From an optimization exercise on the open Yosys and OpenROAD flow, aimed at small area; shortcuts taken in it are not production practice. In this exercise RTL edits were held to simulation tests only and were not proved equivalent to the original. Power figures rest on the tool's default switching activity, not on a simulated workload.

==> flow/design.v <==
module shiftReg # ( 
  parameter DATA_WIDTH = 16,
  parameter MAX_FANOUT = 256
) (
  clk,
  rst,
  ena,
  in_data,
  out_data
);
  input   wire                       clk;
  input   wire                       rst;
  input   wire                       ena;
  input   wire   [DATA_WIDTH-1:0]    in_data;
  output         [DATA_WIDTH-1:0]    out_data;
  reg [DATA_WIDTH-1:0] out_data;
  always @(posedge clk) begin
    if(rst) begin
      out_data <= 0;
    end else if(ena) begin
      out_data <= in_data;
    end 
  end
endmodule
module nBit_mLength_shiftRegister #(
  parameter DATA_WIDTH = 16,
  parameter DELAY_LENGTH = 1,
  parameter MAX_FANOUT = 256
) (
  clk,
  rst,
  ena,
  data_in,
  data_out
);
  input   wire                        clk;
  input   wire                        rst;
  input   wire                        ena;
  input   wire    [DATA_WIDTH-1:0]    data_in;
  output  wire    [DATA_WIDTH-1:0]    data_out;
  wire [DATA_WIDTH-1:0] shift_mem [0:DELAY_LENGTH+1];
  generate
    if(DELAY_LENGTH <= 0) begin
      assign data_out = data_in;
    end else begin
      assign data_out     = shift_mem[DELAY_LENGTH];
      assign shift_mem[0] = data_in;
    end
  endgenerate
  genvar i;
  generate
    for (i=0; i<DELAY_LENGTH; i=i+1) begin
      shiftReg # ( DATA_WIDTH, MAX_FANOUT ) PIPELINE_REG (
        .clk        (clk),
        .rst        (rst),
        .ena        (ena),
        .in_data    (shift_mem[i]),
        .out_data   (shift_mem[i+1])
      );
    end
  endgenerate
endmodule	
module bdot256 #(
  parameter DATA_WIDTH = 1,
  parameter ACCU_WIDTH = 32,
  parameter VECTOR_LENGTH = 256,
  parameter MULT_LATENCY = 3,
  parameter INPUT_DELAY = 1,
  parameter TREE_DELAY = 1,
  parameter OUT_DELAY = 1,
  parameter ROW_NUM = 1
) (
  input  wire         clk,
  input  wire         rst,
  input  wire         ena,
  input  wire [31:0]  acc_reg,
  input  wire [255:0] a_in,
  input  wire [255:0] b_in,
  output wire [31:0]  result
);
  wire en = ena & ~rst;
  wire [255:0] x = a_in ~^ b_in;
  wire fs0 = x[0] ^ x[100] ^ x[101];
  wire fc0 = (x[0] & x[100]) | (x[0] & x[101]) | (x[100] & x[101]);
  wire fs1 = x[102] ^ x[103] ^ x[104];
  wire fc1 = (x[102] & x[103]) | (x[102] & x[104]) | (x[103] & x[104]);
  wire fs2 = x[105] ^ x[106] ^ x[107];
  wire fc2 = (x[105] & x[106]) | (x[105] & x[107]) | (x[106] & x[107]);
  wire fs3 = x[108] ^ x[109] ^ x[10];
  wire fc3 = (x[108] & x[109]) | (x[108] & x[10]) | (x[109] & x[10]);
  wire fs4 = x[110] ^ x[111] ^ x[112];
  wire fc4 = (x[110] & x[111]) | (x[110] & x[112]) | (x[111] & x[112]);
  wire fs5 = x[113] ^ x[114] ^ x[115];
  wire fc5 = (x[113] & x[114]) | (x[113] & x[115]) | (x[114] & x[115]);
  wire fs6 = x[116] ^ x[117] ^ x[118];
  wire fc6 = (x[116] & x[117]) | (x[116] & x[118]) | (x[117] & x[118]);
  wire fs7 = x[119] ^ x[11] ^ x[120];
  wire fc7 = (x[119] & x[11]) | (x[119] & x[120]) | (x[11] & x[120]);
  wire fs8 = x[121] ^ x[122] ^ x[123];
  wire fc8 = (x[121] & x[122]) | (x[121] & x[123]) | (x[122] & x[123]);
  wire fs9 = x[124] ^ x[125] ^ x[126];
  wire fc9 = (x[124] & x[125]) | (x[124] & x[126]) | (x[125] & x[126]);
  wire fs10 = x[127] ^ x[128] ^ x[129];
  wire fc10 = (x[127] & x[128]) | (x[127] & x[129]) | (x[128] & x[129]);
  wire fs11 = x[12] ^ x[130] ^ x[131];
  wire fc11 = (x[12] & x[130]) | (x[12] & x[131]) | (x[130] & x[131]);
  wire fs12 = x[132] ^ x[133] ^ x[134];
  wire fc12 = (x[132] & x[133]) | (x[132] & x[134]) | (x[133] & x[134]);
  wire fs13 = x[135] ^ x[136] ^ x[137];
  wire fc13 = (x[135] & x[136]) | (x[135] & x[137]) | (x[136] & x[137]);
  wire fs14 = x[138] ^ x[139] ^ x[13];
  wire fc14 = (x[138] & x[139]) | (x[138] & x[13]) | (x[139] & x[13]);
  wire fs15 = x[140] ^ x[141] ^ x[142];
  wire fc15 = (x[140] & x[141]) | (x[140] & x[142]) | (x[141] & x[142]);
  wire fs16 = x[143] ^ x[144] ^ x[145];
  wire fc16 = (x[143] & x[144]) | (x[143] & x[145]) | (x[144] & x[145]);
  wire fs17 = x[146] ^ x[147] ^ x[148];
  wire fc17 = (x[146] & x[147]) | (x[146] & x[148]) | (x[147] & x[148]);
  wire fs18 = x[149] ^ x[14] ^ x[150];
  wire fc18 = (x[149] & x[14]) | (x[149] & x[150]) | (x[14] & x[150]);
  wire fs19 = x[151] ^ x[152] ^ x[153];
  wire fc19 = (x[151] & x[152]) | (x[151] & x[153]) | (x[152] & x[153]);
  wire fs20 = x[154] ^ x[155] ^ x[156];
  wire fc20 = (x[154] & x[155]) | (x[154] & x[156]) | (x[155] & x[156]);
  wire fs21 = x[157] ^ x[158] ^ x[159];
  wire fc21 = (x[157] & x[158]) | (x[157] & x[159]) | (x[158] & x[159]);
  wire fs22 = x[15] ^ x[160] ^ x[161];
  wire fc22 = (x[15] & x[160]) | (x[15] & x[161]) | (x[160] & x[161]);
  wire fs23 = x[162] ^ x[163] ^ x[164];
  wire fc23 = (x[162] & x[163]) | (x[162] & x[164]) | (x[163] & x[164]);
  wire fs24 = x[165] ^ x[166] ^ x[167];
  wire fc24 = (x[165] & x[166]) | (x[165] & x[167]) | (x[166] & x[167]);
  wire fs25 = x[168] ^ x[169] ^ x[16];
  wire fc25 = (x[168] & x[169]) | (x[168] & x[16]) | (x[169] & x[16]);
  wire fs26 = x[170] ^ x[171] ^ x[172];
  wire fc26 = (x[170] & x[171]) | (x[170] & x[172]) | (x[171] & x[172]);
  wire fs27 = x[173] ^ x[174] ^ x[175];
  wire fc27 = (x[173] & x[174]) | (x[173] & x[175]) | (x[174] & x[175]);
  wire fs28 = x[176] ^ x[177] ^ x[178];
  wire fc28 = (x[176] & x[177]) | (x[176] & x[178]) | (x[177] & x[178]);
  wire fs29 = x[179] ^ x[17] ^ x[180];
  wire fc29 = (x[179] & x[17]) | (x[179] & x[180]) | (x[17] & x[180]);
  wire fs30 = x[181] ^ x[182] ^ x[183];
  wire fc30 = (x[181] & x[182]) | (x[181] & x[183]) | (x[182] & x[183]);
  wire fs31 = x[184] ^ x[185] ^ x[186];
  wire fc31 = (x[184] & x[185]) | (x[184] & x[186]) | (x[185] & x[186]);
  wire fs32 = x[187] ^ x[188] ^ x[189];
  wire fc32 = (x[187] & x[188]) | (x[187] & x[189]) | (x[188] & x[189]);
  wire fs33 = x[18] ^ x[190] ^ x[191];
  wire fc33 = (x[18] & x[190]) | (x[18] & x[191]) | (x[190] & x[191]);
  wire fs34 = x[192] ^ x[193] ^ x[194];
  wire fc34 = (x[192] & x[193]) | (x[192] & x[194]) | (x[193] & x[194]);
  wire fs35 = x[195] ^ x[196] ^ x[197];
  wire fc35 = (x[195] & x[196]) | (x[195] & x[197]) | (x[196] & x[197]);
  wire fs36 = x[198] ^ x[199] ^ x[19];
  wire fc36 = (x[198] & x[199]) | (x[198] & x[19]) | (x[199] & x[19]);
  wire fs37 = x[1] ^ x[200] ^ x[201];
  wire fc37 = (x[1] & x[200]) | (x[1] & x[201]) | (x[200] & x[201]);
  wire fs38 = x[202] ^ x[203] ^ x[204];
  wire fc38 = (x[202] & x[203]) | (x[202] & x[204]) | (x[203] & x[204]);
  wire fs39 = x[205] ^ x[206] ^ x[207];
  wire fc39 = (x[205] & x[206]) | (x[205] & x[207]) | (x[206] & x[207]);
  wire fs40 = x[208] ^ x[209] ^ x[20];
  wire fc40 = (x[208] & x[209]) | (x[208] & x[20]) | (x[209] & x[20]);
  wire fs41 = x[210] ^ x[211] ^ x[212];
  wire fc41 = (x[210] & x[211]) | (x[210] & x[212]) | (x[211] & x[212]);
  wire fs42 = x[213] ^ x[214] ^ x[215];
  wire fc42 = (x[213] & x[214]) | (x[213] & x[215]) | (x[214] & x[215]);
  wire fs43 = x[216] ^ x[217] ^ x[218];
  wire fc43 = (x[216] & x[217]) | (x[216] & x[218]) | (x[217] & x[218]);
  wire fs44 = x[219] ^ x[21] ^ x[220];
  wire fc44 = (x[219] & x[21]) | (x[219] & x[220]) | (x[21] & x[220]);
  wire fs45 = x[221] ^ x[222] ^ x[223];
  wire fc45 = (x[221] & x[222]) | (x[221] & x[223]) | (x[222] & x[223]);
  wire fs46 = x[224] ^ x[225] ^ x[226];
  wire fc46 = (x[224] & x[225]) | (x[224] & x[226]) | (x[225] & x[226]);
  wire fs47 = x[227] ^ x[228] ^ x[229];
  wire fc47 = (x[227] & x[228]) | (x[227] & x[229]) | (x[228] & x[229]);
  wire fs48 = x[22] ^ x[230] ^ x[231];
  wire fc48 = (x[22] & x[230]) | (x[22] & x[231]) | (x[230] & x[231]);
  wire fs49 = x[232] ^ x[233] ^ x[234];
  wire fc49 = (x[232] & x[233]) | (x[232] & x[234]) | (x[233] & x[234]);
  wire fs50 = x[235] ^ x[236] ^ x[237];
  wire fc50 = (x[235] & x[236]) | (x[235] & x[237]) | (x[236] & x[237]);
  wire fs51 = x[238] ^ x[239] ^ x[23];
  wire fc51 = (x[238] & x[239]) | (x[238] & x[23]) | (x[239] & x[23]);
  wire fs52 = x[240] ^ x[241] ^ x[242];
  wire fc52 = (x[240] & x[241]) | (x[240] & x[242]) | (x[241] & x[242]);
  wire fs53 = x[243] ^ x[244] ^ x[245];
  wire fc53 = (x[243] & x[244]) | (x[243] & x[245]) | (x[244] & x[245]);
  wire fs54 = x[246] ^ x[247] ^ x[248];
  wire fc54 = (x[246] & x[247]) | (x[246] & x[248]) | (x[247] & x[248]);
  wire fs55 = x[249] ^ x[24] ^ x[250];
  wire fc55 = (x[249] & x[24]) | (x[249] & x[250]) | (x[24] & x[250]);
  wire fs56 = x[251] ^ x[252] ^ x[253];
  wire fc56 = (x[251] & x[252]) | (x[251] & x[253]) | (x[252] & x[253]);
  wire fs57 = x[254] ^ x[255] ^ x[25];
  wire fc57 = (x[254] & x[255]) | (x[254] & x[25]) | (x[255] & x[25]);
  wire fs58 = x[26] ^ x[27] ^ x[28];
  wire fc58 = (x[26] & x[27]) | (x[26] & x[28]) | (x[27] & x[28]);
  wire fs59 = x[29] ^ x[2] ^ x[30];
  wire fc59 = (x[29] & x[2]) | (x[29] & x[30]) | (x[2] & x[30]);
  wire fs60 = x[31] ^ x[32] ^ x[33];
  wire fc60 = (x[31] & x[32]) | (x[31] & x[33]) | (x[32] & x[33]);
  wire fs61 = x[34] ^ x[35] ^ x[36];
  wire fc61 = (x[34] & x[35]) | (x[34] & x[36]) | (x[35] & x[36]);
  wire fs62 = x[37] ^ x[38] ^ x[39];
  wire fc62 = (x[37] & x[38]) | (x[37] & x[39]) | (x[38] & x[39]);
  wire fs63 = x[3] ^ x[40] ^ x[41];
  wire fc63 = (x[3] & x[40]) | (x[3] & x[41]) | (x[40] & x[41]);
  wire fs64 = x[42] ^ x[43] ^ x[44];
  wire fc64 = (x[42] & x[43]) | (x[42] & x[44]) | (x[43] & x[44]);
  wire fs65 = x[45] ^ x[46] ^ x[47];
  wire fc65 = (x[45] & x[46]) | (x[45] & x[47]) | (x[46] & x[47]);
  wire fs66 = x[48] ^ x[49] ^ x[4];
  wire fc66 = (x[48] & x[49]) | (x[48] & x[4]) | (x[49] & x[4]);
  wire fs67 = x[50] ^ x[51] ^ x[52];
  wire fc67 = (x[50] & x[51]) | (x[50] & x[52]) | (x[51] & x[52]);
  wire fs68 = x[53] ^ x[54] ^ x[55];
  wire fc68 = (x[53] & x[54]) | (x[53] & x[55]) | (x[54] & x[55]);
  wire fs69 = x[56] ^ x[57] ^ x[58];
  wire fc69 = (x[56] & x[57]) | (x[56] & x[58]) | (x[57] & x[58]);
  wire fs70 = x[59] ^ x[5] ^ x[60];
  wire fc70 = (x[59] & x[5]) | (x[59] & x[60]) | (x[5] & x[60]);
  wire fs71 = x[61] ^ x[62] ^ x[63];
  wire fc71 = (x[61] & x[62]) | (x[61] & x[63]) | (x[62] & x[63]);
  wire fs72 = x[64] ^ x[65] ^ x[66];
  wire fc72 = (x[64] & x[65]) | (x[64] & x[66]) | (x[65] & x[66]);
  wire fs73 = x[67] ^ x[68] ^ x[69];
  wire fc73 = (x[67] & x[68]) | (x[67] & x[69]) | (x[68] & x[69]);
  wire fs74 = x[6] ^ x[70] ^ x[71];
  wire fc74 = (x[6] & x[70]) | (x[6] & x[71]) | (x[70] & x[71]);
  wire fs75 = x[72] ^ x[73] ^ x[74];
  wire fc75 = (x[72] & x[73]) | (x[72] & x[74]) | (x[73] & x[74]);
  wire fs76 = x[75] ^ x[76] ^ x[77];
  wire fc76 = (x[75] & x[76]) | (x[75] & x[77]) | (x[76] & x[77]);
  wire fs77 = x[78] ^ x[79] ^ x[7];
  wire fc77 = (x[78] & x[79]) | (x[78] & x[7]) | (x[79] & x[7]);
  wire fs78 = x[80] ^ x[81] ^ x[82];
  wire fc78 = (x[80] & x[81]) | (x[80] & x[82]) | (x[81] & x[82]);
  wire fs79 = x[83] ^ x[84] ^ x[85];
  wire fc79 = (x[83] & x[84]) | (x[83] & x[85]) | (x[84] & x[85]);
  wire fs80 = x[86] ^ x[87] ^ x[88];
  wire fc80 = (x[86] & x[87]) | (x[86] & x[88]) | (x[87] & x[88]);
  wire fs81 = x[89] ^ x[8] ^ x[90];
  wire fc81 = (x[89] & x[8]) | (x[89] & x[90]) | (x[8] & x[90]);
  wire fs82 = x[91] ^ x[92] ^ x[93];
  wire fc82 = (x[91] & x[92]) | (x[91] & x[93]) | (x[92] & x[93]);
  wire fs83 = x[94] ^ x[95] ^ x[96];
  wire fc83 = (x[94] & x[95]) | (x[94] & x[96]) | (x[95] & x[96]);
  wire fs84 = x[97] ^ x[98] ^ x[99];
  wire fc84 = (x[97] & x[98]) | (x[97] & x[99]) | (x[98] & x[99]);
  wire fs85 = x[9] ^ fs0 ^ fs1;
  wire fc85 = (x[9] & fs0) | (x[9] & fs1) | (fs0 & fs1);
  wire fs86 = fs10 ^ fs11 ^ fs12;
  wire fc86 = (fs10 & fs11) | (fs10 & fs12) | (fs11 & fs12);
  wire fs87 = fs13 ^ fs14 ^ fs15;
  wire fc87 = (fs13 & fs14) | (fs13 & fs15) | (fs14 & fs15);
  wire fs88 = fs16 ^ fs17 ^ fs18;
  wire fc88 = (fs16 & fs17) | (fs16 & fs18) | (fs17 & fs18);
  wire fs89 = fs19 ^ fs2 ^ fs20;
  wire fc89 = (fs19 & fs2) | (fs19 & fs20) | (fs2 & fs20);
  wire fs90 = fs21 ^ fs22 ^ fs23;
  wire fc90 = (fs21 & fs22) | (fs21 & fs23) | (fs22 & fs23);
  wire fs91 = fs24 ^ fs25 ^ fs26;
  wire fc91 = (fs24 & fs25) | (fs24 & fs26) | (fs25 & fs26);
  wire fs92 = fs27 ^ fs28 ^ fs29;
  wire fc92 = (fs27 & fs28) | (fs27 & fs29) | (fs28 & fs29);
  wire fs93 = fs3 ^ fs30 ^ fs31;
  wire fc93 = (fs3 & fs30) | (fs3 & fs31) | (fs30 & fs31);
  wire fs94 = fs32 ^ fs33 ^ fs34;
  wire fc94 = (fs32 & fs33) | (fs32 & fs34) | (fs33 & fs34);
  wire fs95 = fs35 ^ fs36 ^ fs37;
  wire fc95 = (fs35 & fs36) | (fs35 & fs37) | (fs36 & fs37);
  wire fs96 = fs38 ^ fs39 ^ fs4;
  wire fc96 = (fs38 & fs39) | (fs38 & fs4) | (fs39 & fs4);
  wire fs97 = fs40 ^ fs41 ^ fs42;
  wire fc97 = (fs40 & fs41) | (fs40 & fs42) | (fs41 & fs42);
  wire fs98 = fs43 ^ fs44 ^ fs45;
  wire fc98 = (fs43 & fs44) | (fs43 & fs45) | (fs44 & fs45);
  wire fs99 = fs46 ^ fs47 ^ fs48;
  wire fc99 = (fs46 & fs47) | (fs46 & fs48) | (fs47 & fs48);
  wire fs100 = fs49 ^ fs5 ^ fs50;
  wire fc100 = (fs49 & fs5) | (fs49 & fs50) | (fs5 & fs50);
  wire fs101 = fs51 ^ fs52 ^ fs53;
  wire fc101 = (fs51 & fs52) | (fs51 & fs53) | (fs52 & fs53);
  wire fs102 = fs54 ^ fs55 ^ fs56;
  wire fc102 = (fs54 & fs55) | (fs54 & fs56) | (fs55 & fs56);
  wire fs103 = fs57 ^ fs58 ^ fs59;
  wire fc103 = (fs57 & fs58) | (fs57 & fs59) | (fs58 & fs59);
  wire fs104 = fs6 ^ fs60 ^ fs61;
  wire fc104 = (fs6 & fs60) | (fs6 & fs61) | (fs60 & fs61);
  wire fs105 = fs62 ^ fs63 ^ fs64;
  wire fc105 = (fs62 & fs63) | (fs62 & fs64) | (fs63 & fs64);
  wire fs106 = fs65 ^ fs66 ^ fs67;
  wire fc106 = (fs65 & fs66) | (fs65 & fs67) | (fs66 & fs67);
  wire fs107 = fs68 ^ fs69 ^ fs7;
  wire fc107 = (fs68 & fs69) | (fs68 & fs7) | (fs69 & fs7);
  wire fs108 = fs70 ^ fs71 ^ fs72;
  wire fc108 = (fs70 & fs71) | (fs70 & fs72) | (fs71 & fs72);
  wire fs109 = fs73 ^ fs74 ^ fs75;
  wire fc109 = (fs73 & fs74) | (fs73 & fs75) | (fs74 & fs75);
  wire fs110 = fs76 ^ fs77 ^ fs78;
  wire fc110 = (fs76 & fs77) | (fs76 & fs78) | (fs77 & fs78);
  wire fs111 = fs79 ^ fs8 ^ fs80;
  wire fc111 = (fs79 & fs8) | (fs79 & fs80) | (fs8 & fs80);
  wire fs112 = fs81 ^ fs82 ^ fs83;
  wire fc112 = (fs81 & fs82) | (fs81 & fs83) | (fs82 & fs83);
  wire fs113 = fs84 ^ fs9 ^ fs100;
  wire fc113 = (fs84 & fs9) | (fs84 & fs100) | (fs9 & fs100);
  wire fs114 = fs101 ^ fs102 ^ fs103;
  wire fc114 = (fs101 & fs102) | (fs101 & fs103) | (fs102 & fs103);
  wire fs115 = fs104 ^ fs105 ^ fs106;
  wire fc115 = (fs104 & fs105) | (fs104 & fs106) | (fs105 & fs106);
  wire fs116 = fs107 ^ fs108 ^ fs109;
  wire fc116 = (fs107 & fs108) | (fs107 & fs109) | (fs108 & fs109);
  wire fs117 = fs110 ^ fs111 ^ fs112;
  wire fc117 = (fs110 & fs111) | (fs110 & fs112) | (fs111 & fs112);
  wire fs118 = fs85 ^ fs86 ^ fs87;
  wire fc118 = (fs85 & fs86) | (fs85 & fs87) | (fs86 & fs87);
  wire fs119 = fs88 ^ fs89 ^ fs90;
  wire fc119 = (fs88 & fs89) | (fs88 & fs90) | (fs89 & fs90);
  wire fs120 = fs91 ^ fs92 ^ fs93;
  wire fc120 = (fs91 & fs92) | (fs91 & fs93) | (fs92 & fs93);
  wire fs121 = fs94 ^ fs95 ^ fs96;
  wire fc121 = (fs94 & fs95) | (fs94 & fs96) | (fs95 & fs96);
  wire fs122 = fs97 ^ fs98 ^ fs99;
  wire fc122 = (fs97 & fs98) | (fs97 & fs99) | (fs98 & fs99);
  wire fs123 = fs113 ^ fs114 ^ fs115;
  wire fc123 = (fs113 & fs114) | (fs113 & fs115) | (fs114 & fs115);
  wire fs124 = fs116 ^ fs117 ^ fs118;
  wire fc124 = (fs116 & fs117) | (fs116 & fs118) | (fs117 & fs118);
  wire fs125 = fs119 ^ fs120 ^ fs121;
  wire fc125 = (fs119 & fs120) | (fs119 & fs121) | (fs120 & fs121);
  wire fs126 = fs122 ^ fs123 ^ fs124;
  wire fc126 = (fs122 & fs123) | (fs122 & fs124) | (fs123 & fs124);
  wire fs127 = fc0 ^ fc1 ^ fc10;
  wire fc127 = (fc0 & fc1) | (fc0 & fc10) | (fc1 & fc10);
  wire fs128 = fc11 ^ fc12 ^ fc13;
  wire fc128 = (fc11 & fc12) | (fc11 & fc13) | (fc12 & fc13);
  wire fs129 = fc14 ^ fc15 ^ fc16;
  wire fc129 = (fc14 & fc15) | (fc14 & fc16) | (fc15 & fc16);
  wire fs130 = fc17 ^ fc18 ^ fc19;
  wire fc130 = (fc17 & fc18) | (fc17 & fc19) | (fc18 & fc19);
  wire fs131 = fc2 ^ fc20 ^ fc21;
  wire fc131 = (fc2 & fc20) | (fc2 & fc21) | (fc20 & fc21);
  wire fs132 = fc22 ^ fc23 ^ fc24;
  wire fc132 = (fc22 & fc23) | (fc22 & fc24) | (fc23 & fc24);
  wire fs133 = fc25 ^ fc26 ^ fc27;
  wire fc133 = (fc25 & fc26) | (fc25 & fc27) | (fc26 & fc27);
  wire fs134 = fc28 ^ fc29 ^ fc3;
  wire fc134 = (fc28 & fc29) | (fc28 & fc3) | (fc29 & fc3);
  wire fs135 = fc30 ^ fc31 ^ fc32;
  wire fc135 = (fc30 & fc31) | (fc30 & fc32) | (fc31 & fc32);
  wire fs136 = fc33 ^ fc34 ^ fc35;
  wire fc136 = (fc33 & fc34) | (fc33 & fc35) | (fc34 & fc35);
  wire fs137 = fc36 ^ fc37 ^ fc38;
  wire fc137 = (fc36 & fc37) | (fc36 & fc38) | (fc37 & fc38);
  wire fs138 = fc39 ^ fc4 ^ fc40;
  wire fc138 = (fc39 & fc4) | (fc39 & fc40) | (fc4 & fc40);
  wire fs139 = fc41 ^ fc42 ^ fc43;
  wire fc139 = (fc41 & fc42) | (fc41 & fc43) | (fc42 & fc43);
  wire fs140 = fc44 ^ fc45 ^ fc46;
  wire fc140 = (fc44 & fc45) | (fc44 & fc46) | (fc45 & fc46);
  wire fs141 = fc47 ^ fc48 ^ fc49;
  wire fc141 = (fc47 & fc48) | (fc47 & fc49) | (fc48 & fc49);
  wire fs142 = fc5 ^ fc50 ^ fc51;
  wire fc142 = (fc5 & fc50) | (fc5 & fc51) | (fc50 & fc51);
  wire fs143 = fc52 ^ fc53 ^ fc54;
  wire fc143 = (fc52 & fc53) | (fc52 & fc54) | (fc53 & fc54);
  wire fs144 = fc55 ^ fc56 ^ fc57;
  wire fc144 = (fc55 & fc56) | (fc55 & fc57) | (fc56 & fc57);
  wire fs145 = fc58 ^ fc59 ^ fc6;
  wire fc145 = (fc58 & fc59) | (fc58 & fc6) | (fc59 & fc6);
  wire fs146 = fc60 ^ fc61 ^ fc62;
  wire fc146 = (fc60 & fc61) | (fc60 & fc62) | (fc61 & fc62);
  wire fs147 = fc63 ^ fc64 ^ fc65;
  wire fc147 = (fc63 & fc64) | (fc63 & fc65) | (fc64 & fc65);
  wire fs148 = fc66 ^ fc67 ^ fc68;
  wire fc148 = (fc66 & fc67) | (fc66 & fc68) | (fc67 & fc68);
  wire fs149 = fc69 ^ fc7 ^ fc70;
  wire fc149 = (fc69 & fc7) | (fc69 & fc70) | (fc7 & fc70);
  wire fs150 = fc71 ^ fc72 ^ fc73;
  wire fc150 = (fc71 & fc72) | (fc71 & fc73) | (fc72 & fc73);
  wire fs151 = fc74 ^ fc75 ^ fc76;
  wire fc151 = (fc74 & fc75) | (fc74 & fc76) | (fc75 & fc76);
  wire fs152 = fc77 ^ fc78 ^ fc79;
  wire fc152 = (fc77 & fc78) | (fc77 & fc79) | (fc78 & fc79);
  wire fs153 = fc8 ^ fc80 ^ fc81;
  wire fc153 = (fc8 & fc80) | (fc8 & fc81) | (fc80 & fc81);
  wire fs154 = fc82 ^ fc83 ^ fc84;
  wire fc154 = (fc82 & fc83) | (fc82 & fc84) | (fc83 & fc84);
  wire fs155 = fc9 ^ fc100 ^ fc101;
  wire fc155 = (fc9 & fc100) | (fc9 & fc101) | (fc100 & fc101);
  wire fs156 = fc102 ^ fc103 ^ fc104;
  wire fc156 = (fc102 & fc103) | (fc102 & fc104) | (fc103 & fc104);
  wire fs157 = fc105 ^ fc106 ^ fc107;
  wire fc157 = (fc105 & fc106) | (fc105 & fc107) | (fc106 & fc107);
  wire fs158 = fc108 ^ fc109 ^ fc110;
  wire fc158 = (fc108 & fc109) | (fc108 & fc110) | (fc109 & fc110);
  wire fs159 = fc111 ^ fc112 ^ fc85;
  wire fc159 = (fc111 & fc112) | (fc111 & fc85) | (fc112 & fc85);
  wire fs160 = fc86 ^ fc87 ^ fc88;
  wire fc160 = (fc86 & fc87) | (fc86 & fc88) | (fc87 & fc88);
  wire fs161 = fc89 ^ fc90 ^ fc91;
  wire fc161 = (fc89 & fc90) | (fc89 & fc91) | (fc90 & fc91);
  wire fs162 = fc92 ^ fc93 ^ fc94;
  wire fc162 = (fc92 & fc93) | (fc92 & fc94) | (fc93 & fc94);
  wire fs163 = fc95 ^ fc96 ^ fc97;
  wire fc163 = (fc95 & fc96) | (fc95 & fc97) | (fc96 & fc97);
  wire fs164 = fc98 ^ fc99 ^ fs127;
  wire fc164 = (fc98 & fc99) | (fc98 & fs127) | (fc99 & fs127);
  wire fs165 = fs128 ^ fs129 ^ fs130;
  wire fc165 = (fs128 & fs129) | (fs128 & fs130) | (fs129 & fs130);
  wire fs166 = fs131 ^ fs132 ^ fs133;
  wire fc166 = (fs131 & fs132) | (fs131 & fs133) | (fs132 & fs133);
  wire fs167 = fs134 ^ fs135 ^ fs136;
  wire fc167 = (fs134 & fs135) | (fs134 & fs136) | (fs135 & fs136);
  wire fs168 = fs137 ^ fs138 ^ fs139;
  wire fc168 = (fs137 & fs138) | (fs137 & fs139) | (fs138 & fs139);
  wire fs169 = fs140 ^ fs141 ^ fs142;
  wire fc169 = (fs140 & fs141) | (fs140 & fs142) | (fs141 & fs142);
  wire fs170 = fs143 ^ fs144 ^ fs145;
  wire fc170 = (fs143 & fs144) | (fs143 & fs145) | (fs144 & fs145);
  wire fs171 = fs146 ^ fs147 ^ fs148;
  wire fc171 = (fs146 & fs147) | (fs146 & fs148) | (fs147 & fs148);
  wire fs172 = fs149 ^ fs150 ^ fs151;
  wire fc172 = (fs149 & fs150) | (fs149 & fs151) | (fs150 & fs151);
  wire fs173 = fs152 ^ fs153 ^ fs154;
  wire fc173 = (fs152 & fs153) | (fs152 & fs154) | (fs153 & fs154);
  wire fs174 = fc113 ^ fc114 ^ fc115;
  wire fc174 = (fc113 & fc114) | (fc113 & fc115) | (fc114 & fc115);
  wire fs175 = fc116 ^ fc117 ^ fc118;
  wire fc175 = (fc116 & fc117) | (fc116 & fc118) | (fc117 & fc118);
  wire fs176 = fc119 ^ fc120 ^ fc121;
  wire fc176 = (fc119 & fc120) | (fc119 & fc121) | (fc120 & fc121);
  wire fs177 = fc122 ^ fs155 ^ fs156;
  wire fc177 = (fc122 & fs155) | (fc122 & fs156) | (fs155 & fs156);
  wire fs178 = fs157 ^ fs158 ^ fs159;
  wire fc178 = (fs157 & fs158) | (fs157 & fs159) | (fs158 & fs159);
  wire fs179 = fs160 ^ fs161 ^ fs162;
  wire fc179 = (fs160 & fs161) | (fs160 & fs162) | (fs161 & fs162);
  wire fs180 = fs163 ^ fs164 ^ fs165;
  wire fc180 = (fs163 & fs164) | (fs163 & fs165) | (fs164 & fs165);
  wire fs181 = fs166 ^ fs167 ^ fs168;
  wire fc181 = (fs166 & fs167) | (fs166 & fs168) | (fs167 & fs168);
  wire fs182 = fs169 ^ fs170 ^ fs171;
  wire fc182 = (fs169 & fs170) | (fs169 & fs171) | (fs170 & fs171);
  wire fs183 = fs172 ^ fs173 ^ fc123;
  wire fc183 = (fs172 & fs173) | (fs172 & fc123) | (fs173 & fc123);
  wire fs184 = fc124 ^ fc125 ^ fs174;
  wire fc184 = (fc124 & fc125) | (fc124 & fs174) | (fc125 & fs174);
  wire fs185 = fs175 ^ fs176 ^ fs177;
  wire fc185 = (fs175 & fs176) | (fs175 & fs177) | (fs176 & fs177);
  wire fs186 = fs178 ^ fs179 ^ fs180;
  wire fc186 = (fs178 & fs179) | (fs178 & fs180) | (fs179 & fs180);
  wire fs187 = fs181 ^ fs182 ^ fc126;
  wire fc187 = (fs181 & fs182) | (fs181 & fc126) | (fs182 & fc126);
  wire fs188 = fs183 ^ fs184 ^ fs185;
  wire fc188 = (fs183 & fs184) | (fs183 & fs185) | (fs184 & fs185);
  wire fs189 = fs186 ^ fs187 ^ fs188;
  wire fc189 = (fs186 & fs187) | (fs186 & fs188) | (fs187 & fs188);
  wire fs190 = fc127 ^ fc128 ^ fc129;
  wire fc190 = (fc127 & fc128) | (fc127 & fc129) | (fc128 & fc129);
  wire fs191 = fc130 ^ fc131 ^ fc132;
  wire fc191 = (fc130 & fc131) | (fc130 & fc132) | (fc131 & fc132);
  wire fs192 = fc133 ^ fc134 ^ fc135;
  wire fc192 = (fc133 & fc134) | (fc133 & fc135) | (fc134 & fc135);
  wire fs193 = fc136 ^ fc137 ^ fc138;
  wire fc193 = (fc136 & fc137) | (fc136 & fc138) | (fc137 & fc138);
  wire fs194 = fc139 ^ fc140 ^ fc141;
  wire fc194 = (fc139 & fc140) | (fc139 & fc141) | (fc140 & fc141);
  wire fs195 = fc142 ^ fc143 ^ fc144;
  wire fc195 = (fc142 & fc143) | (fc142 & fc144) | (fc143 & fc144);
  wire fs196 = fc145 ^ fc146 ^ fc147;
  wire fc196 = (fc145 & fc146) | (fc145 & fc147) | (fc146 & fc147);
  wire fs197 = fc148 ^ fc149 ^ fc150;
  wire fc197 = (fc148 & fc149) | (fc148 & fc150) | (fc149 & fc150);
  wire fs198 = fc151 ^ fc152 ^ fc153;
  wire fc198 = (fc151 & fc152) | (fc151 & fc153) | (fc152 & fc153);
  wire fs199 = fc154 ^ fc155 ^ fc156;
  wire fc199 = (fc154 & fc155) | (fc154 & fc156) | (fc155 & fc156);
  wire fs200 = fc157 ^ fc158 ^ fc159;
  wire fc200 = (fc157 & fc158) | (fc157 & fc159) | (fc158 & fc159);
  wire fs201 = fc160 ^ fc161 ^ fc162;
  wire fc201 = (fc160 & fc161) | (fc160 & fc162) | (fc161 & fc162);
  wire fs202 = fc163 ^ fc164 ^ fc165;
  wire fc202 = (fc163 & fc164) | (fc163 & fc165) | (fc164 & fc165);
  wire fs203 = fc166 ^ fc167 ^ fc168;
  wire fc203 = (fc166 & fc167) | (fc166 & fc168) | (fc167 & fc168);
  wire fs204 = fc169 ^ fc170 ^ fc171;
  wire fc204 = (fc169 & fc170) | (fc169 & fc171) | (fc170 & fc171);
  wire fs205 = fc172 ^ fc173 ^ fs190;
  wire fc205 = (fc172 & fc173) | (fc172 & fs190) | (fc173 & fs190);
  wire fs206 = fs191 ^ fs192 ^ fs193;
  wire fc206 = (fs191 & fs192) | (fs191 & fs193) | (fs192 & fs193);
  wire fs207 = fs194 ^ fs195 ^ fs196;
  wire fc207 = (fs194 & fs195) | (fs194 & fs196) | (fs195 & fs196);
  wire fs208 = fs197 ^ fs198 ^ fc174;
  wire fc208 = (fs197 & fs198) | (fs197 & fc174) | (fs198 & fc174);
  wire fs209 = fc175 ^ fc176 ^ fc177;
  wire fc209 = (fc175 & fc176) | (fc175 & fc177) | (fc176 & fc177);
  wire fs210 = fc178 ^ fc179 ^ fc180;
  wire fc210 = (fc178 & fc179) | (fc178 & fc180) | (fc179 & fc180);
  wire fs211 = fc181 ^ fc182 ^ fs199;
  wire fc211 = (fc181 & fc182) | (fc181 & fs199) | (fc182 & fs199);
  wire fs212 = fs200 ^ fs201 ^ fs202;
  wire fc212 = (fs200 & fs201) | (fs200 & fs202) | (fs201 & fs202);
  wire fs213 = fs203 ^ fs204 ^ fs205;
  wire fc213 = (fs203 & fs204) | (fs203 & fs205) | (fs204 & fs205);
  wire fs214 = fs206 ^ fs207 ^ fc183;
  wire fc214 = (fs206 & fs207) | (fs206 & fc183) | (fs207 & fc183);
  wire fs215 = fc184 ^ fc185 ^ fc186;
  wire fc215 = (fc184 & fc185) | (fc184 & fc186) | (fc185 & fc186);
  wire fs216 = fs208 ^ fs209 ^ fs210;
  wire fc216 = (fs208 & fs209) | (fs208 & fs210) | (fs209 & fs210);
  wire fs217 = fs211 ^ fs212 ^ fs213;
  wire fc217 = (fs211 & fs212) | (fs211 & fs213) | (fs212 & fs213);
  wire fs218 = fs214 ^ fs215 ^ fs216;
  wire fc218 = (fs214 & fs215) | (fs214 & fs216) | (fs215 & fs216);
  wire fs219 = fs217 ^ fc187 ^ fc188;
  wire fc219 = (fs217 & fc187) | (fs217 & fc188) | (fc187 & fc188);
  wire fs220 = fc190 ^ fc191 ^ fc192;
  wire fc220 = (fc190 & fc191) | (fc190 & fc192) | (fc191 & fc192);
  wire fs221 = fc193 ^ fc194 ^ fc195;
  wire fc221 = (fc193 & fc194) | (fc193 & fc195) | (fc194 & fc195);
  wire fs222 = fc196 ^ fc197 ^ fc198;
  wire fc222 = (fc196 & fc197) | (fc196 & fc198) | (fc197 & fc198);
  wire fs223 = fc199 ^ fc200 ^ fc201;
  wire fc223 = (fc199 & fc200) | (fc199 & fc201) | (fc200 & fc201);
  wire fs224 = fc202 ^ fc203 ^ fc204;
  wire fc224 = (fc202 & fc203) | (fc202 & fc204) | (fc203 & fc204);
  wire fs225 = fc205 ^ fc206 ^ fc207;
  wire fc225 = (fc205 & fc206) | (fc205 & fc207) | (fc206 & fc207);
  wire fs226 = fs220 ^ fs221 ^ fs222;
  wire fc226 = (fs220 & fs221) | (fs220 & fs222) | (fs221 & fs222);
  wire fs227 = fc208 ^ fc209 ^ fc210;
  wire fc227 = (fc208 & fc209) | (fc208 & fc210) | (fc209 & fc210);
  wire fs228 = fc211 ^ fc212 ^ fc213;
  wire fc228 = (fc211 & fc212) | (fc211 & fc213) | (fc212 & fc213);
  wire fs229 = fs223 ^ fs224 ^ fs225;
  wire fc229 = (fs223 & fs224) | (fs223 & fs225) | (fs224 & fs225);
  wire fs230 = fs226 ^ fc214 ^ fc215;
  wire fc230 = (fs226 & fc214) | (fs226 & fc215) | (fc214 & fc215);
  wire fs231 = fc216 ^ fc217 ^ fs227;
  wire fc231 = (fc216 & fc217) | (fc216 & fs227) | (fc217 & fs227);
  wire fs232 = fc220 ^ fc221 ^ fc222;
  wire fc232 = (fc220 & fc221) | (fc220 & fc222) | (fc221 & fc222);
  wire fs233 = fc223 ^ fc224 ^ fc225;
  wire fc233 = (fc223 & fc224) | (fc223 & fc225) | (fc224 & fc225);
  wire fs234 = fc226 ^ fs232 ^ fc227;
  wire fc234 = (fc226 & fs232) | (fc226 & fc227) | (fs232 & fc227);
  wire fs235 = fc228 ^ fc229 ^ fs233;
  wire fc235 = (fc228 & fc229) | (fc228 & fs233) | (fc229 & fs233);
  reg [19:0] pa;
  always @(posedge clk) if (en) pa <= {fc235, fc234, fc233, fc232, fs235, fs234, fc231, fc230, fs231, fs230, fc219, fc218, fs229, fs228, fs219, fc189, fs218, fs189, fs126, fs125};
  wire fs236 = pa[10] ^ pa[11];
  wire fc236 = pa[10] & pa[11];
  wire fs237 = pa[6] ^ pa[7] ^ pa[8];
  wire fc237 = (pa[6] & pa[7]) | (pa[6] & pa[8]) | (pa[7] & pa[8]);
  wire fs238 = pa[12] ^ pa[13] ^ pa[14];
  wire fc238 = (pa[12] & pa[13]) | (pa[12] & pa[14]) | (pa[13] & pa[14]);
  wire fs239 = pa[15] ^ fc236;
  wire fc239 = pa[15] & fc236;
  wire fs240 = pa[16] ^ pa[17] ^ pa[18];
  wire fc240 = (pa[16] & pa[17]) | (pa[16] & pa[18]) | (pa[17] & pa[18]);
  wire fs241 = pa[19] ^ acc_reg[6];
  wire fc241 = pa[19] & acc_reg[6];
  wire fs242 = pa[3] ^ pa[4];
  wire fc242 = pa[3] & pa[4];
  wire fs243 = pa[9] ^ fs236 ^ fs237;
  wire fc243 = (pa[9] & fs236) | (pa[9] & fs237) | (fs236 & fs237);
  wire fs244 = fc237 ^ fs238 ^ fs239;
  wire fc244 = (fc237 & fs238) | (fc237 & fs239) | (fs238 & fs239);
  wire fs245 = fc238 ^ fc239 ^ fs240;
  wire fc245 = (fc238 & fc239) | (fc238 & fs240) | (fc239 & fs240);
  wire fs246 = fc240 ^ acc_reg[7];
  wire fc246 = fc240 & acc_reg[7];
  wire fs247 = pa[0] ^ pa[1];
  wire fc247 = pa[0] & pa[1];
  wire fs248 = pa[2] ^ acc_reg[2];
  wire fc248 = pa[2] & acc_reg[2];
  wire fs249 = pa[5] ^ fs242 ^ acc_reg[3];
  wire fc249 = (pa[5] & fs242) | (pa[5] & acc_reg[3]) | (fs242 & acc_reg[3]);
  wire fs250 = fc242 ^ acc_reg[4] ^ fs243;
  wire fc250 = (fc242 & acc_reg[4]) | (fc242 & fs243) | (acc_reg[4] & fs243);
  wire fs251 = acc_reg[5] ^ fc243 ^ fs244;
  wire fc251 = (acc_reg[5] & fc243) | (acc_reg[5] & fs244) | (fc243 & fs244);
  wire fs252 = fc244 ^ fs245 ^ fs241;
  wire fc252 = (fc244 & fs245) | (fc244 & fs241) | (fs245 & fs241);
  wire fs253 = fc245 ^ fc241 ^ fs246;
  wire fc253 = (fc245 & fc241) | (fc245 & fs246) | (fc241 & fs246);
  wire fs254 = ~(acc_reg[8] ^ fc246);
  wire fc254 = acc_reg[8] | fc246;
  wire fs255 = acc_reg[9] ^ 1'b1;
  wire fc255 = acc_reg[9] & 1'b1;
  wire fs256 = acc_reg[10] ^ 1'b1;
  wire fc256 = acc_reg[10] & 1'b1;
  wire [11:0] sx = {1'b0, fc256, fc255, fs255, fc253, fc252, fc251, fc250, fc249, fc248, fc247, fs247};
  wire [11:0] sy = {1'b0, 1'b0, fs256, fc254, fs254, fs253, fs252, fs251, fs250, fs249, fs248, acc_reg[1]};
  wire [11:0] s = sx + sy;               
  wire [20:0] hi = acc_reg[31:11];
  wire inc = s[11];
  wire dec = ~s[11] & ~s[10];
  wire [20:0] hi_ones, hi_zeros;
  genvar j;
  generate for (j = 0; j <= 20; j = j + 1) begin : g_hi
    if (j == 0) begin : g0
      assign hi_ones[j] = 1'b1;
      assign hi_zeros[j] = 1'b1;
    end else begin : gj
      assign hi_ones[j] = &hi[j-1:0];
      assign hi_zeros[j] = ~|hi[j-1:0];
    end
  end endgenerate
  wire [20:0] hi_new = hi ^ (({21{inc}} & hi_ones) | ({21{dec}} & hi_zeros));
  wire [31:0] r1 = {hi_new, s[9:0], acc_reg[0]};
  reg [31:0] d1, d2, d3, d4, d5, d6, d7, d8;
  always @(posedge clk) if (en) begin
    d1 <= r1; d2 <= d1; d3 <= d2; d4 <= d3;
    d5 <= d4; d6 <= d5; d7 <= d6; d8 <= d7;
  end
  assign result = d8;
endmodule
==> flow/flow/run.sh <==
#!/bin/bash
# Standard ORFS layout (the standard.sh) with these changes:
#  - Yosys's generic synth pass runs with -noabc, so its internal ABC pre-mapping does not
#    scramble the polarity of the full-adder logic before extract_fa (fewer inverters);
#  - the port buffers that buffer_ports inserts on every input and output are buf_1;
#  - clock tree: clkbuf_8 buffers, sink clusters of up to 16 flip-flops, no dummy loads.
set -euo pipefail
bash standard.sh "SYNTH_ARGS=-noabc" \
  "BUFFER_PORTS_ARGS=-buffer_cell sky130_fd_sc_hd__buf_1" \
  "CTS_ARGS=-sink_clustering_enable -repair_clock_nets -dont_use_dummy_load -buf_list sky130_fd_sc_hd__clkbuf_8 -sink_clustering_size 16 -sink_clustering_max_diameter 100" \
  finish > standard.log 2>&1
==> flow/standard.sh <==
#!/bin/bash
# synth_recipe.tcl (not shown) runs the flow's synth.tcl, then flattens the netlist and writes it again
# the make line also repeats each setting of config.mk as NAME=value (left out here)
make -C /OpenROAD-flow-scripts/flow DESIGN_CONFIG=/design/flow/config.mk WORK_HOME=/design/flow/orfs CLKGATE_MAP_FILE= SYNTH_SCRIPT=/design/flow/synth_recipe.tcl "${@:-finish}"
==> flow/config.mk <==
export PLATFORM = sky130hd
export DESIGN_NAME = bdot256
export DESIGN_NICKNAME = bdot256
export VERILOG_FILES = /design/flow/design.v
export SDC_FILE = /design/flow/constraint.sdc
export NUM_CORES = 4
export LEC_CHECK = 0
export CAP_MARGIN = 20
export CORE_MARGIN = 2
export CORE_UTILIZATION = 45
export GPL_TIMING_DRIVEN = 0
export PLACE_DENSITY = 0.6
export SLEW_MARGIN = 20
==> flow/constraint.sdc <==
create_clock -name core_clock -period 5.0 [get_ports {clk}]
set_input_delay 1.0000 -clock core_clock [delete_from_list [all_inputs] [get_ports {clk}]]
set_output_delay 1.0000 -clock core_clock [all_outputs]
set_load 0.01 [all_outputs]
==> impl_metrics.env, run 1 <==
export IMPL_status="no timing/DRC/antenna violations"
export IMPL_final_util=0.547
export IMPL_drc=0
export IMPL_dp_cells=2003
export IMPL_synth_async_reset_ratio=0
export IMPL_globalplace_congestion=0.946
export IMPL_drtAntennaViolNets=0
export IMPL_first_pass_iters=5
export IMPL_cts_buffers=21
export IMPL_grt_pass1_vias=10300
export IMPL_grt_util_all_layers=0.241
export IMPL_cp_start_kind="input port"
export IMPL_cp_required_ns=5.28
export IMPL_wl_met2_mm=23.4
export IMPL_cts_tree="yes"
export IMPL_wirelength_mm=46.6
export IMPL_io_pins=579
export IMPL_ys_seq_elements=276
export IMPL_ys_warn_count=1
export IMPL_ir_drop_uv=1030
export IMPL_cpMostUsedCell="fa_1"
export IMPL_syn_area_um2=16700
export IMPL_syn_to_final_growth_pct=19.9
export IMPL_syn_nets=1764
export IMPL_routed_wl_met3_mm=3.82
export IMPL_die_h_um=197
export IMPL_max_cap_violations=0
export IMPL_cts_setup_buffers=0
export IMPL_crit_type="input port to flop"
export IMPL_vias_per_cell=4.77
export IMPL_grt_pass1_wl_mm=64.8
export IMPL_synth_edf_count=276
export IMPL_start_util=0.457
export IMPL_finalClockSkew_ns=0.100
export IMPL_final_cell_count_no_fill=2042
export IMPL_rsz0062_at_grt="no"
export IMPL_fmax_mhz=205
export IMPL_wire_per_inst_um=22.8
export IMPL_met1Wirelength_mm=18.3
export IMPL_min_path_type="flop to flop"
export IMPL_synth_distinct_cells=45
export IMPL_ys_flop_type="edfxtp_1"
export IMPL_setup_ws_ns=0.131
export IMPL_fin_nets=2372
export IMPL_highest_layer="met5"
export IMPL_dr_first_iter_drc_count=496
export IMPL_hold_viol_final=0
export IMPL_dieArea_um2=38700
export IMPL_h_tree_depth=1
export IMPL_core_area_um2=36600
export IMPL_vias=9735
export IMPL_holdWs_ns=0.373
export IMPL_p_total_mw=16.1
export IMPL_critPathCaptureType="flop"
export IMPL_worstPathCellList="buf_1 > xnor2_1 > fa_1 > fa_1 > fa_1 > fa_1 > fa_1 > fa_1 > fa_1"
export IMPL_path_buf_inv=1
export IMPL_setup_violations=0
export IMPL_synthCells=950
export IMPL_cts_hold_buf=0
export IMPL_worstMarginPinSlew_ns=0.828
export IMPL_cts_buffer_depth=3
export IMPL_cts_root_buf="clkbuf_8"
export IMPL_io_buffers=575
export IMPL_power_leakage_nw=6.41
export IMPL_layout_drive_gt1_share=0.0308
export IMPL_grt_max_degree=31
export IMPL_cts_sinks=276
export IMPL_gr_total_overflow=0
export IMPL_synth_yosys_seq_area_share=0.496
export IMPL_max_stage_delay_ns=0.63
export IMPL_min_period_over_period=0.974
export IMPL_post_route_min_period_ns=4.87
export IMPL_cp_top_family="adder cells"
export IMPL_path_clk_slew_ns=0.10
export IMPL_critPathArrivalTime_ns=5.15
export IMPL_num_rows=70
export IMPL_fp_dieW_um=197
export IMPL_clk_latency_ns=0.54
export IMPL_antenna_found_initial=31
export IMPL_path_max_fanout=1
export IMPL_slew_headroom=0.447
export IMPL_hpwl_mm=42.4
export IMPL_cts_resized=0
export IMPL_p_per_area_nw_per_um2=802
export IMPL_cpMaxStageDelayCell="fa_1"
export IMPL_pre_cts_ws_ns=-0.422
export IMPL_fill_cells=3100
export IMPL_slew_viol_final=0
export IMPL_avgSynthCellArea_um2=17.6
## cells by family (layout without fill, tap and decap cells)
| group | after synthesis | count (layout) | share of synthesized area |
|---|---|---|---|
| xor+xnor | 285 | 285 | 0.150 |
| fa+ha+maj | 267 | 267 | 0.311 |
| flops | 276 | 276 | 0.496 |
| mux | 1 | 1 | 0.000599 |
| buf+inv | 14 | 620 | 0.00389 |
| simple gates | 66 | 66 | 0.0222 |
| compound gates | 41 | 41 | 0.0166 |
| other cells | 0 | 18 | 0 |
## metrics by stage
stage	instance area [um2]	setup TNS, ns
finish	20000	0
global route	20000	0
CTS	20000	0
detailed placement	19700	-3.83
global placement	19500	-528.26
floorplan	16700	-154.85
## cell usage in the layout, fill, tap and decap left out, types with 9 or more instances in the layout
cell type  instances
clkbuf_8          21
buf_1            575
xnor2_1          274
diode_2           18
xor2_1            10
nor3_1             9
edfxtp_1         276
ha_1              19
a21oi_1            9
nand3_1            9
fa_1             248
nor2_1            15
## power by group
part,total [mW],internal (mW),switching [mW]
registers,3.89,3.83,0.0664
logic,11.2,5.16,6.02
clock network,0.989,0.377,0.612
## metal layers
metal / GRT usage / vias up
met5: 0.0179 / -
met4: 0.0652 / 8
met3: 0.0635 / 48
met2: 0.398 / 332
met1: 0.317 / 4869
li1: - / 4478
## final cells by class
class / instances / area [um2] / area share
Antenna cell: 18 / 45.0 / 0.00225
Buffer: 6 / 35.0 / 0.00175
Clock buffer: 21 / 289 / 0.0144
Inverter: 8 / 30.0 / 0.00150
Multi-Input combinational cell: 660 / 8370 / 0.418
Sequential cell: 276 / 8290 / 0.414
Tap cell: 468 / 586 / 0.0292
Timing Repair Buffer: 585 / 2400 / 0.120
## registers in the layout (all words and copies together) (netlist names)
register,count
d1,32
d2,32
d3,32
d4,32
d5,32
d6,32
d7,32
d8,32
pa,20
## cells in the mapped netlist (all sizes together) (2+ instances only)
cell type | instances | area, um2
a21oi | 9 | 45.0
or2 | 2 | 12.5
a211oi | 4 | 35.0
xor2 | 10 | 87.6
and3 | 5 | 41.3
xnor2 | 275 | 2420
buf | 5 | 31.3
edfxtp | 276 | 8290
nand2 | 9 | 36.3
o21a | 3 | 22.5
nor3b | 2 | 15.0
nor4 | 2 | 12.5
nand4 | 5 | 31.3
nor2 | 16 | 76.3
fa | 248 | 4960
a31oi | 2 | 12.5
inv | 8 | 30.0
ha | 19 | 238
nor3 | 9 | 45.0
a22oi | 3 | 22.5
or4 | 2 | 22.5
nand3 | 9 | 45.0
o21bai | 2 | 15.0
a21o | 3 | 22.5
o21ai | 9 | 45.0
## worst paths after layout
| path | cells past startpoint | endpoint | slack, ns | from |
|---|---|---|---|---|
| max | 9 | pa[2] | 0.13 | a_in[75] |
| min | 0 | d3[25] | 0.37 | d2[25] |
| max reg2reg | 12 | d1[22] | 0.69 | pa[12] |
| min reg2reg | 0 | d3[25] | 0.37 | d2[25] |
==> run 2: changes to the inputs <==
==> flow/flow/run.sh (replaced) <==
#!/bin/bash
# Standard ORFS layout (the standard.sh) with these changes:
#  - Yosys's generic synth pass runs with -noabc, so its internal ABC pre-mapping does not
#    scramble the polarity of the full-adder logic before extract_fa (fewer inverters);
#  - the port buffers that buffer_ports inserts on every input and output are buf_1;
#  - clock tree: clkbuf_8 buffers, sink clusters of up to 18 flip-flops, no dummy loads.
set -euo pipefail
bash standard.sh "SYNTH_ARGS=-noabc" \
  "BUFFER_PORTS_ARGS=-buffer_cell sky130_fd_sc_hd__buf_1" \
  "CTS_ARGS=-sink_clustering_enable -repair_clock_nets -dont_use_dummy_load -buf_list sky130_fd_sc_hd__clkbuf_8 -sink_clustering_size 18 -sink_clustering_max_diameter 100" \
  finish > standard.log 2>&1
==> impl_metrics.env, run 2 <==
export IMPL_cts_resized=0
export IMPL_syn_to_final_growth_pct=19.7
export IMPL_io_pins=579
export IMPL_synth_commonest_cells="edfxtp_1, xnor2_1, fa_1"
export IMPL_vias_per_cell=4.77
export IMPL_yosysMostFrequentCell="edfxtp_1"
export IMPL_fp_dieW_um=197
export IMPL_slew_viol_final=0
export IMPL_ys_seq_elements=276
export IMPL_max_cap_violations=0
export IMPL_avgSynthCellArea_um2=17.6
export IMPL_cpMostUsedCell="fa_1"
export IMPL_h_tree_depth=1
export IMPL_min_path_type="flop to flop"
export IMPL_die_h_um=197
export IMPL_grt_pass1_wl_mm=64.9
export IMPL_setup_violations=0
export IMPL_cp_top_family="adder cells"
export IMPL_swShare=0.418
export IMPL_fmax_mhz=206
export IMPL_ys_flop_type="edfxtp_1"
export IMPL_core_area_um2=36600
export IMPL_status="no timing/DRC/antenna violations"
export IMPL_rsz0062_at_grt="no"
export IMPL_ir_drop_uv=1040
export IMPL_min_period_over_period=0.969
export IMPL_reg2reg_depth=12
export IMPL_worstPathCellList="buf_1 > xnor2_1 > fa_1 > fa_1 > fa_1 > fa_1 > fa_1 > fa_1 > fa_1"
export IMPL_cpMaxStageDelayCell="fa_1"
export IMPL_seq_power_share=0.243
export IMPL_synth_distinct_cells=45
export IMPL_max_stage_delay_ns=0.63
export IMPL_dr_first_iter_drc_count=531
export IMPL_synth_edf_count=276
export IMPL_hpwl_mm=42.4
export IMPL_ys_warn_count=1
export IMPL_path_clk_slew_ns=0.10
export IMPL_cp_endpoint="pa[2]"
export IMPL_crit_type="input port to flop"
export IMPL_synthCells=950
export IMPL_finalClockSkew_ns=0.0786
export IMPL_synth_top_area_cell="edfxtp_1"
export IMPL_gr_total_overflow=0
export IMPL_cts_sinks=276
export IMPL_layout_cells_most_common_list="buf_1, edfxtp_1, xnor2_1"
export IMPL_fin_nets=2370
export IMPL_min_from="d3[13]"
export IMPL_dieArea_um2=38700
export IMPL_drtAntennaViolNets=0
export IMPL_yosys_area_top_type_share=0.496
export IMPL_crit_cells=9
export IMPL_p_per_area_nw_per_um2=800
export IMPL_cts_setup_buffers=0
export IMPL_p_int_mw=9.31
export IMPL_first_pass_iters=4
export IMPL_clk_latency_ns=0.53
export IMPL_placed_area_um2=19700
export IMPL_cts_hold_buf=0
export IMPL_synth_yosys_seq_area_share=0.496
export IMPL_share_comb_of_total_power=0.698
export IMPL_wirelength_mm=46.8
export IMPL_slew_headroom=0.445
export IMPL_stdcell_area_um2=20000
export IMPL_power_net_switching_mw=6.69
export IMPL_drc=0
export IMPL_antenna_found_initial=31
export IMPL_hold_viol_final=0
export IMPL_io_buffers=575
export IMPL_syn_area_um2=16700
export IMPL_crit_start="a_in[75]"
export IMPL_synth_async_reset_ratio=0
export IMPL_critPathArrivalTime_ns=5.12
export IMPL_synth_area_leaders="edfxtp_1, fa_1, xnor2_1, ha_1, xor2_1"
export IMPL_worstMarginPinSlew_ns=0.831
export IMPL_cp_required_ns=5.27
export IMPL_start_util=0.457
export IMPL_cts_buffer_depth=3
export IMPL_r2r_slack_ns=0.71
export IMPL_wire_per_inst_um=22.9
export IMPL_vias=9728
export IMPL_cp_start_kind="input port"
export IMPL_cts_tree="yes"
export IMPL_num_rows=70
export IMPL_layout_drive_gt1_share=0.0296
export IMPL_tns_ns=0
export IMPL_cts_buffers=19
export IMPL_final_util=0.547
export IMPL_r2r_end="d1[22]"
export IMPL_reg2reg_from="pa[12]"
export IMPL_final_common_cell="buf_1"
export IMPL_path_buf_inv=1
export IMPL_power_leakage_nw=6.40
export IMPL_grt_pass1_vias=10300
export IMPL_path_max_fanout=1
export IMPL_globalplace_congestion=0.946
export IMPL_cts_root_buf="clkbuf_8"
export IMPL_critPathCaptureType="flop"
export IMPL_grt_util_all_layers=0.242
export IMPL_grt_max_degree=31
export IMPL_p_clk_frac=0.059
export IMPL_syn_nets=1764
export IMPL_post_route_min_period_ns=4.85
[run 2: cell counts after synthesis]
Identical to the previous run, type by type.
[run 2: how the worst min path moves through the flow]
| stage | slack [ns] | end | depth (start not counted) |
|---|---|---|---|
| after global routing | 0.39 | d2[18] | 0 |
| after global placement | 0.40 | d4[13] | 0 |
| final | 0.38 | d4[13] | 0 |
| after detailed placement | 0.40 | d2[19] | 0 |
| after CTS | 0.38 | d4[13] | 0 |
| after floorplan | 0.40 | d2[0] | 0 |
[run 2: area by class of cell]
cell class              count  area, um2
diodes                     16       40.0
plain buffers               6       35.0
clock buffers              19        262
fillers                  3108      16600
inverters                   8       30.0
multi-input cells         660       8370
flip-flops and latches    276       8290
well taps                 468        586
repair buffers            585       2400
[run 2: cell families after synthesis]
family	Yosys count	synth area share
compound gates	41	0.0166
buf+inv	14	0.00389
flops	276	0.496
fa+ha+maj	267	0.311
xor+xnor	285	0.150
simple gates	66	0.0222
mux	1	0.000599
[run 2: through the flow]
step | worst slack, ns | hold slack [ns] | power, mW | std cells
2_1_floorplan | -0.561 | 0.400 | 11.6 | 950
3_3_place_gp | -1.92 | 0.400 | 15.0 | 1993
3_5_place_dp | -0.422 | 0.405 | 15.3 | 2003
4_1_cts | 0.140 | 0.382 | 16.2 | 2022
5_1_grt | 0.0462 | 0.386 | 17.3 | 2034
6_report | 0.154 | 0.377 | 16.0 | 2038
[run 2: worst reg2reg max path, delay by kind of cell, from the launching register on]
kind	cells	cell delay, ns
and+or+nand+nor	1	0.14
AOI/OAI and AO/OA	4	0.91
DFF	1	0.41
buffers and inverters	2	0.50
adders and majority gates	4	1.85
xor gates and xnor gates	1	0.16
[run 2: metal layers]
layer	global-route usage	wire length (um)	part of all wire	vias to the layer above
met5	0.0179	38	0.00081	-
met2	0.399	23500	0.50	342
li1	-	-	-	4470
met3	0.0619	3670	0.078	56
met4	0.0688	1020	0.022	8
met1	0.319	18500	0.40	4852
[run 2: power by group through the flow]
stage | clock (mW) | combinational, mW | sequential (mW)
after detailed placement | 0 | 11.3 | 3.93
after global placement | 0 | 11.1 | 3.93
after CTS | 0.996 | 11.4 | 3.88
final | 0.946 | 11.2 | 3.89
after global routing | 1.07 | 12.4 | 3.90
after floorplan | 0 | 7.61 | 4.00
==> run 3: changes to the inputs <==
==> flow/flow/run.sh (replaced) <==
#!/bin/bash
# Standard ORFS layout (the standard.sh) with these changes:
#  - Yosys's generic synth pass runs with -noabc, so its internal ABC pre-mapping does not
#    scramble the polarity of the full-adder logic before extract_fa (fewer inverters);
#  - the port buffers that buffer_ports inserts on every input and output are buf_1;
#  - clock tree: clkbuf_8 buffers, sink clusters of up to 18 flip-flops, no dummy loads;
#  - the largest buffers and inverters are added to the platform's don't-use list, so the
#    enable net's buffer tree is built from smaller buffers.
set -euo pipefail
DU="sky130_fd_sc_hd__probe_p_8 sky130_fd_sc_hd__probec_p_8 sky130_fd_sc_hd__lpflow_bleeder_1 sky130_fd_sc_hd__lpflow_clkbufkapwr_1 sky130_fd_sc_hd__lpflow_clkbufkapwr_16 sky130_fd_sc_hd__lpflow_clkbufkapwr_2 sky130_fd_sc_hd__lpflow_clkbufkapwr_4 sky130_fd_sc_hd__lpflow_clkbufkapwr_8 sky130_fd_sc_hd__lpflow_clkinvkapwr_1 sky130_fd_sc_hd__lpflow_clkinvkapwr_16 sky130_fd_sc_hd__lpflow_clkinvkapwr_2 sky130_fd_sc_hd__lpflow_clkinvkapwr_4 sky130_fd_sc_hd__lpflow_clkinvkapwr_8 sky130_fd_sc_hd__lpflow_decapkapwr_12 sky130_fd_sc_hd__lpflow_decapkapwr_3 sky130_fd_sc_hd__lpflow_decapkapwr_4 sky130_fd_sc_hd__lpflow_decapkapwr_6 sky130_fd_sc_hd__lpflow_decapkapwr_8 sky130_fd_sc_hd__lpflow_inputiso0n_1 sky130_fd_sc_hd__lpflow_inputiso0p_1 sky130_fd_sc_hd__lpflow_inputiso1n_1 sky130_fd_sc_hd__lpflow_inputiso1p_1 sky130_fd_sc_hd__lpflow_inputisolatch_1 sky130_fd_sc_hd__lpflow_isobufsrc_1 sky130_fd_sc_hd__lpflow_isobufsrc_16 sky130_fd_sc_hd__lpflow_isobufsrc_2 sky130_fd_sc_hd__lpflow_isobufsrc_4 sky130_fd_sc_hd__lpflow_isobufsrc_8 sky130_fd_sc_hd__lpflow_isobufsrckapwr_16 sky130_fd_sc_hd__lpflow_lsbuf_lh_hl_isowell_tap_1 sky130_fd_sc_hd__lpflow_lsbuf_lh_hl_isowell_tap_2 sky130_fd_sc_hd__lpflow_lsbuf_lh_hl_isowell_tap_4 sky130_fd_sc_hd__lpflow_lsbuf_lh_isowell_4 sky130_fd_sc_hd__lpflow_lsbuf_lh_isowell_tap_1 sky130_fd_sc_hd__lpflow_lsbuf_lh_isowell_tap_2 sky130_fd_sc_hd__lpflow_lsbuf_lh_isowell_tap_4"
DU="$DU sky130_fd_sc_hd__buf_12 sky130_fd_sc_hd__buf_16 sky130_fd_sc_hd__bufbuf_8 sky130_fd_sc_hd__bufbuf_16 sky130_fd_sc_hd__bufinv_8 sky130_fd_sc_hd__bufinv_16 sky130_fd_sc_hd__inv_12 sky130_fd_sc_hd__inv_16"
bash standard.sh "SYNTH_ARGS=-noabc" \
  "BUFFER_PORTS_ARGS=-buffer_cell sky130_fd_sc_hd__buf_1" \
  "CTS_ARGS=-sink_clustering_enable -repair_clock_nets -dont_use_dummy_load -buf_list sky130_fd_sc_hd__clkbuf_8 -sink_clustering_size 18 -sink_clustering_max_diameter 100" \
  "DONT_USE_CELLS=$DU" \
  finish > standard.log 2>&1
==> impl_metrics.env, run 3 <==
export IMPL_power_net_switching_mw=6.66
export IMPL_max_stage_delay_ns=0.63
export IMPL_final_cell_count_no_fill=2043
export IMPL_p_int_mw=9.30
export IMPL_synth_distinct_cells=45
export IMPL_synthCells=950
export IMPL_path_clk_slew_ns=0.10
export IMPL_drc=0
export IMPL_cts_resized=0
export IMPL_power_leakage_nw=6.37
export IMPL_seq_power_share=0.244
export IMPL_synth_async_reset_ratio=0
export IMPL_cts_buffer_depth=3
export IMPL_cpMaxStageDelayCell="fa_1"
export IMPL_start_util=0.457
export IMPL_stdcell_area_um2=19900
export IMPL_drtAntennaViolNets=0
export IMPL_grt_pass1_vias=10300
export IMPL_holdWs_ns=0.378
export IMPL_hold_viol_final=0
export IMPL_avgSynthCellArea_um2=17.6
export IMPL_wirelength_mm=46.7
export IMPL_ys_flop_type="edfxtp_1"
export IMPL_synth_commonest_cells="edfxtp_1, xnor2_1, fa_1"
export IMPL_gr_total_overflow=0
export IMPL_regArea_um2=8290
export IMPL_syn_area_um2=16700
export IMPL_fin_nets=2370
export IMPL_slew_headroom=0.519
export IMPL_hpwl_mm=42.4
export IMPL_finalClockSkew_ns=0.0793
export IMPL_p_per_area_nw_per_um2=801
export IMPL_io_pins=579
export IMPL_status="no timing/DRC/antenna violations"
export IMPL_vias_per_cell=4.79
export IMPL_antenna_found_initial=32
export IMPL_grt_util_all_layers=0.243
export IMPL_ir_drop_uv=1060
export IMPL_cp_start_kind="input port"
export IMPL_swShare=0.417
export IMPL_cpMostUsedCell="fa_1"
export IMPL_worstMarginPinSlew_ns=0.720
export IMPL_grt_pass1_wl_mm=65.3
export IMPL_post_route_min_period_ns=4.88
export IMPL_syn_to_final_growth_pct=19.2
export IMPL_h_tree_depth=1
export IMPL_path_max_fanout=1
export IMPL_setup_ws_ns=0.117
export IMPL_cts_buffers=19
export IMPL_ys_warn_count=1
export IMPL_layout_drive_gt1_share=0.0296
export IMPL_cts_root_buf="clkbuf_8"
export IMPL_rsz0062_at_grt="no"
export IMPL_setup_violations=0
export IMPL_io_buffers=575
export IMPL_vias=9784
export IMPL_dieArea_um2=38700
export IMPL_synth_edf_count=276
export IMPL_routed_wl_met3_mm=3.70
export IMPL_layout_cells_most_common_list="buf_1, edfxtp_1, xnor2_1"
export IMPL_synth_top_area_cell="edfxtp_1"
export IMPL_core_area_um2=36600
export IMPL_share_comb_of_total_power=0.697
export IMPL_dr_first_iter_drc_count=548
export IMPL_yosys_area_top_type_share=0.496
export IMPL_wire_per_inst_um=22.9
export IMPL_cts_tree="yes"
export IMPL_cts_hold_buf=0
export IMPL_multi_input_area_um2=8370
export IMPL_highest_layer="met5"
export IMPL_die_h_um=197
export IMPL_first_pass_iters=5
export IMPL_cts_sinks=276
export IMPL_syn_nets=1764
export IMPL_synth_area_leaders="edfxtp_1, fa_1, xnor2_1, ha_1, xor2_1"
export IMPL_critPathArrivalTime_ns=5.15
export IMPL_critPathCaptureType="flop"
export IMPL_ys_seq_elements=276
export IMPL_crit_type="input port to flop"
export IMPL_dp_cells=2003
export IMPL_fmax_mhz=205
export IMPL_yosysMostFrequentCell="edfxtp_1"
export IMPL_min_period_over_period=0.977
export IMPL_num_rows=70
export IMPL_cp_required_ns=5.27
export IMPL_slew_viol_final=0
export IMPL_placed_area_um2=19600
export IMPL_pre_cts_ws_ns=-0.419
export IMPL_min_path_type="flop to flop"
export IMPL_globalplace_congestion=0.946
export IMPL_clk_latency_ns=0.52
export IMPL_grt_max_degree=31
export IMPL_max_cap_violations=0
export IMPL_cts_setup_buffers=0
export IMPL_worstPathCellList="buf_1 > xnor2_1 > fa_1 > fa_1 > fa_1 > fa_1 > fa_1 > fa_1 > fa_1"
export IMPL_wl_met2_mm=23.6
export IMPL_final_common_cell="buf_1"
export IMPL_p_total_mw=16.0
export IMPL_synth_yosys_seq_area_share=0.496
export IMPL_p_clk_frac=0.059
export IMPL_fill_cells=3163
export IMPL_fp_dieW_um=197
export IMPL_met1Wirelength_mm=18.5
-- run 3: power groups by stage --
stage | logic, mW | clock network (mW) | registers (mW)
floorplan | 7.61 | 0 | 4.00
global placement | 11.1 | 0 | 3.93
detailed placement | 11.3 | 0 | 3.94
CTS | 11.4 | 0.990 | 3.88
global route | 12.3 | 1.06 | 3.90
finish | 11.1 | 0.944 | 3.89
-- run 3: per-stage QoR --
stage,util,setup TNS (ns)
floorplan,-,-154.85
global placement,0.532,-528.26
detailed placement,0.536,-3.80
CTS,0.543,0
global route,0.544,0
finish,0.544,0
-- run 3: worst max-delay path: cells and delay by family --
family     cells  cell delay, ns
xor+xnor       1            0.48
fa+ha+maj      7            3.59
buf+inv        1            0.08
-- run 3: kinds of logic (layout without fill, tap and decap cells) --
| family | count (synthesis) | after routing | share of synthesized area |
|---|---|---|---|
| xor+xnor | 285 | 285 | 0.150 |
| flops | 276 | 276 | 0.496 |
| fa+ha+maj | 267 | 267 | 0.311 |
| simple gates | 66 | 66 | 0.0222 |
| compound gates | 41 | 41 | 0.0166 |
| buf+inv | 14 | 618 | 0.00389 |
| mux | 1 | 1 | 0.000599 |
| other cells | 0 | 21 | 0 |
-- run 3: worst paths after layout --
kind	startpoint	to	slack, ns	cells after the start
min reg2reg	d3[13]	d4[13]	0.38	0
min	d3[13]	d4[13]	0.38	0
max	a_in[75]	pa[2]	0.12	9
max reg2reg	pa[12]	d1[22]	0.72	12
-- run 3: per-layer routing --
| metal | track usage | up-vias |
|---|---|---|
| met5 | 0.0115 | - |
| met4 | 0.0688 | 12 |
| met3 | 0.0611 | 51 |
| met2 | 0.398 | 354 |
| met1 | 0.324 | 4889 |
| li1 | - | 4478 |
-- run 3: cell type report --
type                       instances  area share
timing repair buffer             585       0.116
clock buffer                      19      0.0131
antenna                           21     0.00264
sequential                       276       0.416
multi-input combinational        660       0.420
inverter                           8     0.00151
tap                              468      0.0294
buffer                             6     0.00176

Setup slack of run 3, layout unchanged: 0.117 ns with ideal ports, 0.138 ns with driving cells assumed (clock clkbuf_16, inputs buf_2), -0.385 ns with port delays also shifted by the 0.523 ns mid clock arrival.
